Source: an optimization exercise on an open RTL-to-GDS flow (aim: small area). Production flows keep margins and buffers that such runs may drop. In this exercise RTL edits were held to simulation tests only and were not proved equivalent to the original. Power figures rest on the tool's default switching activity, not on a simulated workload.

== main ==
==> module i2s_mavg, before the edit <==
module i2s_mavg (
	input         clk,         
	input         rst,         
	input         lrck,        
	input         adcdat,      
	input         dsp_en,      
	input  [15:0] sram_rdata,  
	output [17:0] sram_addr,   
	output [15:0] sram_wdata,  
	output        sram_we_n,   
	output        dacdat       
);
	reg        lrp;     
	reg  [3:0] cnt;     
	reg        done;    
	reg [15:0] sL, sR;  
	wire tog = lrp ^ lrck;
	always @(posedge clk) begin
		if (rst) begin
			lrp  <= 1'b0;
			cnt  <= 4'hF;
			done <= 1'b1;
		end else begin
			lrp <= lrck;
			if (tog) begin
				cnt  <= 4'hF;
				done <= 1'b0;
			end else if (cnt != 4'h0)
				cnt <= cnt - 4'h1;
			else
				done <= 1'b1;
		end
	end
	always @(posedge clk) begin
		if (rst) begin
			sL <= 16'h0;
			sR <= 16'h0;
		end else if (!done && !tog) begin
			if (lrck) sR[cnt] <= adcdat;
			else      sL[cnt] <= adcdat;
		end
	end
	localparam [2:0] C0 = 3'd0, C1 = 3'd1, C2 = 3'd2, C3 = 3'd3, C4 = 3'd4,
	                 C5 = 3'd5, P1 = 3'd6, P2 = 3'd7;
	reg [2:0] fc;
	reg       we_n;
	reg [6:0] addr;
	reg       d15;      
	always @(posedge clk) begin
		if (rst) begin
			fc   <= C0;
			we_n <= 1'b1;
			addr <= 7'd0;
			d15  <= 1'b0;
		end else begin
			case (fc)
				C0:      fc <= P1;
				P1:      fc <= tog ? P1 : P2;
				P2:      fc <= tog ? P1 : C3;
				C1:      fc <= tog ? C1 : C2;
				C2:      fc <= tog ? C1 : C3;
				C3:      fc <= tog ? C1 : C4;
				C4:      fc <= tog ? C1 : C5;
				default: fc <= tog ? C1 : C5;
			endcase
			if (!tog) begin
				if (fc == C1 || fc == P1) we_n <= 1'b1;
				if (fc == C2 || fc == P2) begin
					we_n <= 1'b0;
					d15  <= lrck ? sL[15] : sR[15];
				end
				if (fc == C3) we_n <= 1'b1;
				if (fc == C4) addr <= (addr == 7'd79) ? 7'd0 : addr + 7'd1;
			end
		end
	end
	wire showL = lrp ^ (fc == C1 || fc == C2);
	assign sram_wdata = {d15, showL ? sL[14:0] : sR[14:0]};
	reg z1, z2;
	always @(posedge clk) begin
		z1 <= z1 & ~rst;
		z2 <= z2 & ~rst;
	end
	wire wcyc = (fc == C3 && ((cnt == 4'd13 && !done) || (cnt == 4'd12 && done))
	                      && d15 == (lrp ? sL[15] : sR[15]))
	         || (fc == C1 && cnt == 4'hF && !done && d15 == (lrp ? sR[15] : sL[15]));
	assign sram_addr  = {{6{z1}}, {5{z2}}, addr};
	assign sram_we_n  = we_n | ~wcyc;
	reg [22:0] accA, accB;
	wire upr = (fc == C2 || fc == P2) && !tog;
	wire upd = (fc == C3);
	wire [15:0] xo = ({16{upd}} & sram_wdata) | ({16{upr}} & ~sram_rdata);
	wire [22:0] x  = {{7{xo[15]}}, xo};
	wire [22:0] sum;
	wire [23:0] sc;
	assign sc[0] = upr;
	genvar gi;
	generate
		for (gi = 0; gi < 23; gi = gi + 1) begin : g_acc
			assign sum[gi]  = accB[gi] ^ x[gi] ^ sc[gi];
			assign sc[gi+1] = (accB[gi] & x[gi]) | (sc[gi] & (accB[gi] ^ x[gi]));
		end
	endgenerate
	always @(posedge clk) begin
		if (rst) begin
			accA <= 23'd0;
			accB <= 23'd0;
		end else if (tog) begin
			accA <= sum;
			accB <= accA;
		end else
			accB <= sum;
	end
	wire go = (cnt == 4'hF) & ~done;
	reg  lor;           
	wire lor_n = go ? lrck : lor;
	reg  dph;           
	reg  [2:0] rr;
	wire sg = accA[22];
	wire [18:0] ah = accA[22:4];
	wire [18:0] y;
	wire [19:0] yc;
	assign yc[0] = sg & (accA[3:0] != 4'd0);
	assign y[0] = ah[0] ^ yc[0];
	assign yc[1] = ah[0] & yc[0];
	assign y[1] = ah[1] ^ yc[1];
	assign yc[2] = ah[1] & yc[1];
	assign y[2] = ah[2] ^ sg ^ yc[2];
	assign yc[3] = (ah[2] & sg) | (yc[2] & (ah[2] ^ sg));
	generate
		for (gi = 3; gi < 19; gi = gi + 1) begin : g_y
			assign y[gi] = ah[gi] ^ yc[gi];
			assign yc[gi+1] = ah[gi] & yc[gi];
		end
	endgenerate
	reg  [2:0] r0;
	always @(*) begin
		case (y[18:15])
			4'd0, 4'd5, 4'd11:        r0 = 3'd0;  
			4'd1, 4'd6, 4'd12:        r0 = 3'd1;
			4'd2, 4'd7, 4'd8, 4'd13:  r0 = 3'd2;
			4'd3, 4'd9, 4'd14:        r0 = 3'd3;
			default:                  r0 = 3'd4;  
		endcase
	end
	wire [3:0] cm1 = cnt - 4'd1;
	wire [2:0] rc  = (cnt == 4'hF) ? r0 : rr;
	wire [3:0] t   = {rc, y[cm1]};
	wire       qb  = (t >= 4'd5);
	wire [3:0] tr  = qb ? t - 4'd5 : t;
	wire dpass = rst ? 1'b0 : (cnt != 4'h0 || !done) ? (lor_n ? sR[cnt] : sL[cnt]) : dph;
	wire ddsp  = ~rst & (cnt != 4'h0) & qb;
	always @(posedge clk) begin
		lor <= ~rst & lor_n;
		dph <= dpass;
		rr  <= tr[2:0];
	end
	assign dacdat = dsp_en ? ddsp : dpass;
endmodule
clock: 20.0 ns
lec_check: 0
cap_margin: 20
core_margin: 2
core_utilization: 40
cts_buf_list: sky130_fd_sc_hd__clkbuf_8
slew_margin: 20
standard.sh (not shown) runs the stock make flow with config.mk's settings and CLKGATE_MAP_FILE= SYNTH_SCRIPT=/design/flow/synth_recipe.tcl, a recipe that flattens the netlist after the stock synthesis.
==> flow/flow/run.sh <==
#!/bin/bash
# Standard synthesis, then the combinational logic re-mapped by ABC for area
# (flip-flops untouched), then the standard layout with the ports buffered by
# the smallest buffer cell.
set -euo pipefail
R=$(pwd)/orfs/results/${FLOW_PLATFORM}/i2s_mavg/base
LIB=${FLOW_HOME}/platforms/${FLOW_PLATFORM}/lib/sky130_fd_sc_hd__tt_025C_1v80.lib
bash standard.sh synth > synth.log 2>&1
cp $R/1_2_yosys.v $R/1_2_yosys_standard.v
sed -e "s#LIBFILE#$LIB#g" -e "s#NETIN#$R/1_2_yosys_standard.v#" -e "s#NETOUT#$R/1_2_yosys_area.v#" \
    -e "s#TOP#${FLOW_TOP}#" -e "s#ABCSCRIPT#$(pwd)/flow/area.abc#" flow/reabc.ys > reabc_run.ys
yosys -l reabc.log reabc_run.ys > /dev/null 2>&1
cp $R/1_2_yosys_area.v $R/1_2_yosys.v
export BUFFER_PORTS_ARGS="-buffer_cell sky130_fd_sc_hd__buf_1"
bash standard.sh finish > finish.log 2>&1
==> flow/flow/area.abc <==
strash
&get -n
&deepsyn -T 10
&put
dch -f
amap
==> flow/flow/reabc.ys <==
# Re-map the combinational logic of the standard synthesis for area.
# The flip-flops are kept as they are (same cells, names and connections).
read_liberty -ignore_miss_func LIBFILE
read_verilog NETIN
hierarchy -top TOP
blackbox sky130_fd_sc_hd__dfxtp_1 sky130_fd_sc_hd__dfxtp_2 sky130_fd_sc_hd__dfxtp_4
flatten
rename -hide w:*.*
opt -purge
techmap
opt -purge
abc -liberty LIBFILE -script ABCSCRIPT -dont_use *probe* -dont_use *lpflow* -dont_use *clkdly* -dont_use *dlygate* -dont_use *clkbuf* -dont_use *clkinv*
opt_clean -purge
hilomap -singleton -hicell sky130_fd_sc_hd__conb_1 HI -locell sky130_fd_sc_hd__conb_1 LO
setundef -zero
insbuf -buf sky130_fd_sc_hd__buf_1 A X
check
stat -liberty LIBFILE
write_verilog -noattr -nohex -nodec NETOUT
main: no failed stages, no open violations at the end
Relative to main, the following input files were edited for the feature branch:
--- a/flow/design.v
+++ b/flow/design.v
@@ -110,13 +110,13 @@
 			accB <= accA;
 		end else
 			accB <= sum;
 	end
 	wire go = (cnt == 4'hF) & ~done;
-	reg  lor;           
+	reg  lor;
 	wire lor_n = go ? lrck : lor;
-	reg  dph;           
+	reg  dpass, ddsp;
 	reg  [2:0] rr;
 	wire sg = accA[22];
 	wire [18:0] ah = accA[22:4];
 	wire [18:0] y;
 	wire [19:0] yc;
@@ -146,14 +146,20 @@
 	wire [3:0] cm1 = cnt - 4'd1;
 	wire [2:0] rc  = (cnt == 4'hF) ? r0 : rr;
 	wire [3:0] t   = {rc, y[cm1]};
 	wire       qb  = (t >= 4'd5);
 	wire [3:0] tr  = qb ? t - 4'd5 : t;
-	wire dpass = rst ? 1'b0 : (cnt != 4'h0 || !done) ? (lor_n ? sR[cnt] : sL[cnt]) : dph;
-	wire ddsp  = ~rst & (cnt != 4'h0) & qb;
-	always @(posedge clk) begin
-		lor <= ~rst & lor_n;
-		dph <= dpass;
-		rr  <= tr[2:0];
+	always @(negedge clk) begin
+		if (rst) begin
+			lor   <= 1'b0;
+			dpass <= 1'b0;
+			ddsp  <= 1'b0;
+		end else begin
+			lor <= lor_n;
+			if (cnt != 4'h0 || !done)
+				dpass <= lor_n ? sR[cnt] : sL[cnt];
+			ddsp <= (cnt != 4'h0) & qb;
+		end
+		rr <= tr[2:0];
 	end
 	assign dacdat = dsp_en ? ddsp : dpass;
 endmodule
## What came out
- On sequential share of layout area, the feature branch and main are neck and neck.
- Taking main as the reference point, the share of the core filled with cells of the feature branch rises by 0.25 points.
- The final reports for the feature branch and main show total design power lower in the former.
- Between the feature branch and main, the proportion of final cell area spent on non-clock buffers is higher for main.
- Re overall global routing resource usage: the feature branch is 0.35 points up on main.
- Going from main to the feature branch, the die area was enlarged.
- Going from main to the feature branch, share of total power in combinational logic shrinks by 2.2 points.
- Diff main -> the feature branch: total number of multi-input combinational cells +4.5%, portion of the layout cell area used by clock cells ~0 delta, clock share of power -0.4 points.

[separate check: timing with driven ports]
Ports are ideal in the flow. The routed layout listed here was re-timed in OpenROAD.
Step 1 (the two cells are an assumption about what drives the block):
set clk [get_ports {clk}]
set_driving_cell -lib_cell sky130_fd_sc_hd__clkbuf_16 $clk
set_driving_cell -lib_cell sky130_fd_sc_hd__buf_2 [delete_from_list [all_inputs] $clk]
Step 2, shift: input delay + t, output delay - t, t = (earliest + latest rising clock arrival at the registers) / 2. This alone moves slack from input paths to output paths.
a / b / c = ideal / step 1 / step 2; a / b = the first two.
run: main
t (ns): 0.406
setup WS [ns]: 9.999 / 9.977 / 9.977
worst register clock-pin slew, ns: 0.10 / 0.10
After both steps setup and hold are still met in main. For main, drivers alone change the setup slack by -0.022 ns; drivers and shift together by -0.022 ns.
